This design comes from an exercise in tuning for small area on the open sky130 flow, not from production work.
Only simulation tests tie the RTL to the original design; equivalence was not proved.
Power and IR drop assume default switching activity.

the previous run:
==> module vdc_cmp, before the edit <==
module vdc_cmp (a, nv, q, y);
input  [9:0] a;
input  [9:0] nv;
input  q;
output y;
wire [9:0] c;    
vdc_nand2 s0 (.a(a[0]), .b(nv[0]), .y(c[0]));    
vdc_stb  s1 (.a(a[1]), .b(nv[1]), .cn(c[0]), .y(c[1]));    
vdc_maj  s2 (.a(a[2]), .b(nv[2]), .c(c[1]), .y(c[2]));    
vdc_maj  s3 (.a(a[3]), .b(nv[3]), .c(c[2]), .y(c[3]));    
vdc_maj  s4 (.a(a[4]), .b(nv[4]), .c(c[3]), .y(c[4]));    
vdc_maj  s5 (.a(a[5]), .b(nv[5]), .c(c[4]), .y(c[5]));    
vdc_maj  s6 (.a(a[6]), .b(nv[6]), .c(c[5]), .y(c[6]));    
vdc_maj  s7 (.a(a[7]), .b(nv[7]), .c(c[6]), .y(c[7]));    
vdc_stc  s8 (.a(a[8]), .b(nv[8]), .c(c[7]), .y(c[8]));    
vdc_stb  s9 (.a(a[9]), .b(nv[9]), .cn(c[8]), .y(c[9]));    
assign y = c[9] ^ q;
endmodule
export LEC_CHECK = 0
export CAP_MARGIN = 20
export CELL_PAD_IN_SITES_DETAIL_PLACEMENT = 1
export CELL_PAD_IN_SITES_GLOBAL_PLACEMENT = 1
export CORE_AREA = 5 5 315 315
export CTS_BUF_LIST = sky130_fd_sc_hd__clkbuf_4 sky130_fd_sc_hd__clkbuf_8
export DIE_AREA = 0 0 320 320
export PLACE_DENSITY = 0.35
export SLEW_MARGIN = 20
export SYNTH_HIERARCHICAL = 1
export SYNTH_MINIMUM_KEEP_SIZE = 0
create_clock -name core_clock -period 6.0 [get_ports {clk}]
standard.sh (not shown) runs the stock make flow with config.mk's settings and CLKGATE_MAP_FILE= SYNTH_SCRIPT=/design/flow/synth_recipe.tcl, a recipe that flattens the netlist after the stock synthesis.
==> flow/flow/run.sh <==
#!/bin/bash
# Standard synthesis, then the standard layout with two changes:
# combinational cells start at their smallest drive strength (downsize.tcl,
# after floorplan; later repair steps size up where timing, slew or
# capacitance need it), and the port buffers are buf_1 cells.
set -euo pipefail
W=$(pwd)
bash standard.sh synth > "$W/synth.log" 2>&1
bash standard.sh \
  "POST_FLOORPLAN_TCL=$W/flow/downsize.tcl" \
  "BUFFER_PORTS_ARGS=-buffer_cell sky130_fd_sc_hd__buf_1" \
  "PLACE_PINS_ARGS=-min_distance 1 -min_distance_in_tracks" \
  finish > "$W/layout.log" 2>&1
==> flow/flow/downsize.tcl <==
# Swap every combinational cell that synthesis gave a drive strength above
# the smallest to the smallest cell of the same function; later repair steps
# size up again wherever timing, slew or capacitance needs it.
set n 0
foreach inst [get_cells *] {
  set m [get_property $inst ref_name]
  if {![regexp {^(sky130_fd_sc_hd__[a-z0-9]+)_([0-9]+)$} $m -> base drv]} { continue }
  if {[regexp {df|dl|sdf|edf|conb|tap|fill|decap} $base]} { continue }
  set cur [get_lib_cells */$m]
  set best ""
  set best_area [get_property $cur area]
  foreach d {0 1 2} {
    if {$d >= $drv} { break }
    set cand [get_lib_cells -quiet */${base}_$d]
    if {$cand eq ""} { continue }
    if {[get_property $cand dont_use]} { continue }
    set a [get_property $cand area]
    if {$a < $best_area} { set best $cand; set best_area $a }
  }
  if {$best ne ""} {
    replace_cell $inst $best
    incr n
  }
}
puts "downsize: swapped $n cells to a smaller drive strength"
### the previous run -> the current run
diff --git a/flow/design.v b/flow/design.v
--- a/flow/design.v
+++ b/flow/design.v
@@ -11,10 +11,10 @@
 vdc_maj  s4 (.a(a[4]), .b(nv[4]), .c(c[3]), .y(c[4]));    
 vdc_maj  s5 (.a(a[5]), .b(nv[5]), .c(c[4]), .y(c[5]));    
 vdc_maj  s6 (.a(a[6]), .b(nv[6]), .c(c[5]), .y(c[6]));    
-vdc_maj  s7 (.a(a[7]), .b(nv[7]), .c(c[6]), .y(c[7]));    
-vdc_stc  s8 (.a(a[8]), .b(nv[8]), .c(c[7]), .y(c[8]));    
-vdc_stb  s9 (.a(a[9]), .b(nv[9]), .cn(c[8]), .y(c[9]));    
-assign y = c[9] ^ q;
+vdc_stc  s7 (.a(a[7]), .b(nv[7]), .c(c[6]), .y(c[7]));    
+vdc_stb  s8 (.a(a[8]), .b(nv[8]), .cn(c[7]), .y(c[8]));    
+vdc_stc  s9 (.a(a[9]), .b(nv[9]), .c(c[8]), .y(c[9]));    
+assign y = ~(c[9] ^ q);    
 endmodule
 module vdc_stb (a, b, cn, y);
 input a, b, cn;
==> comparison <==
The current run: PASS, flow complete, no timing, DRC or antenna violations
The previous run reports its termination of the worst setup path as out_p[101] while the current run reports out_p[35].
Clock power: the previous run and the current run compared, lower one is the current run
The previous run → the current run: average wire per cell in the routed design fell 0.43 um, transition time at the pin with the least slew margin climbed 65 ps, via count climbed about 4.6%, total met3 wirelength after detailed routing rose by 8.8%, fraction of area in multi-input gates increased 0.85 points.
Diff the current run..the previous run | count of buffers from port buffering | unchanged

## static timing again, ports no longer ideal
The results above use ideal ports. As a check the final layouts listed here were re-extracted and re-timed, cells and wires unchanged.
Step 1 (the two cells are an assumption about what drives the block):
set clk [get_ports {clk}]
set_driving_cell -lib_cell sky130_fd_sc_hd__clkbuf_16 $clk
set_driving_cell -lib_cell sky130_fd_sc_hd__buf_2 [delete_from_list [all_inputs] $clk]
Step 2 times the ports against the registers' clock, not the clock port: input delays grow and output delays shrink by t, the midpoint of the rising clock arrivals with the driver on.
Slacks: ideal ports / drivers / drivers and shift; pairs: ideal ports / drivers.
run | t (ns) | setup WS [ns] | clock arrival spread, ns | worst data-port slew with drivers (ns)
the previous run | 0.601 | 0.179 / 0.110 / 0.173 | 0.025 / 0.025 | 0.26
the current run | 0.595 | 0.267 / 0.201 / 0.312 | 0.035 / 0.035 | 0.24
After both steps every run listed still meets setup and hold. For the previous run, which loses most, drivers alone change the setup slack by -0.069 ns; drivers and shift together by -0.006 ns.
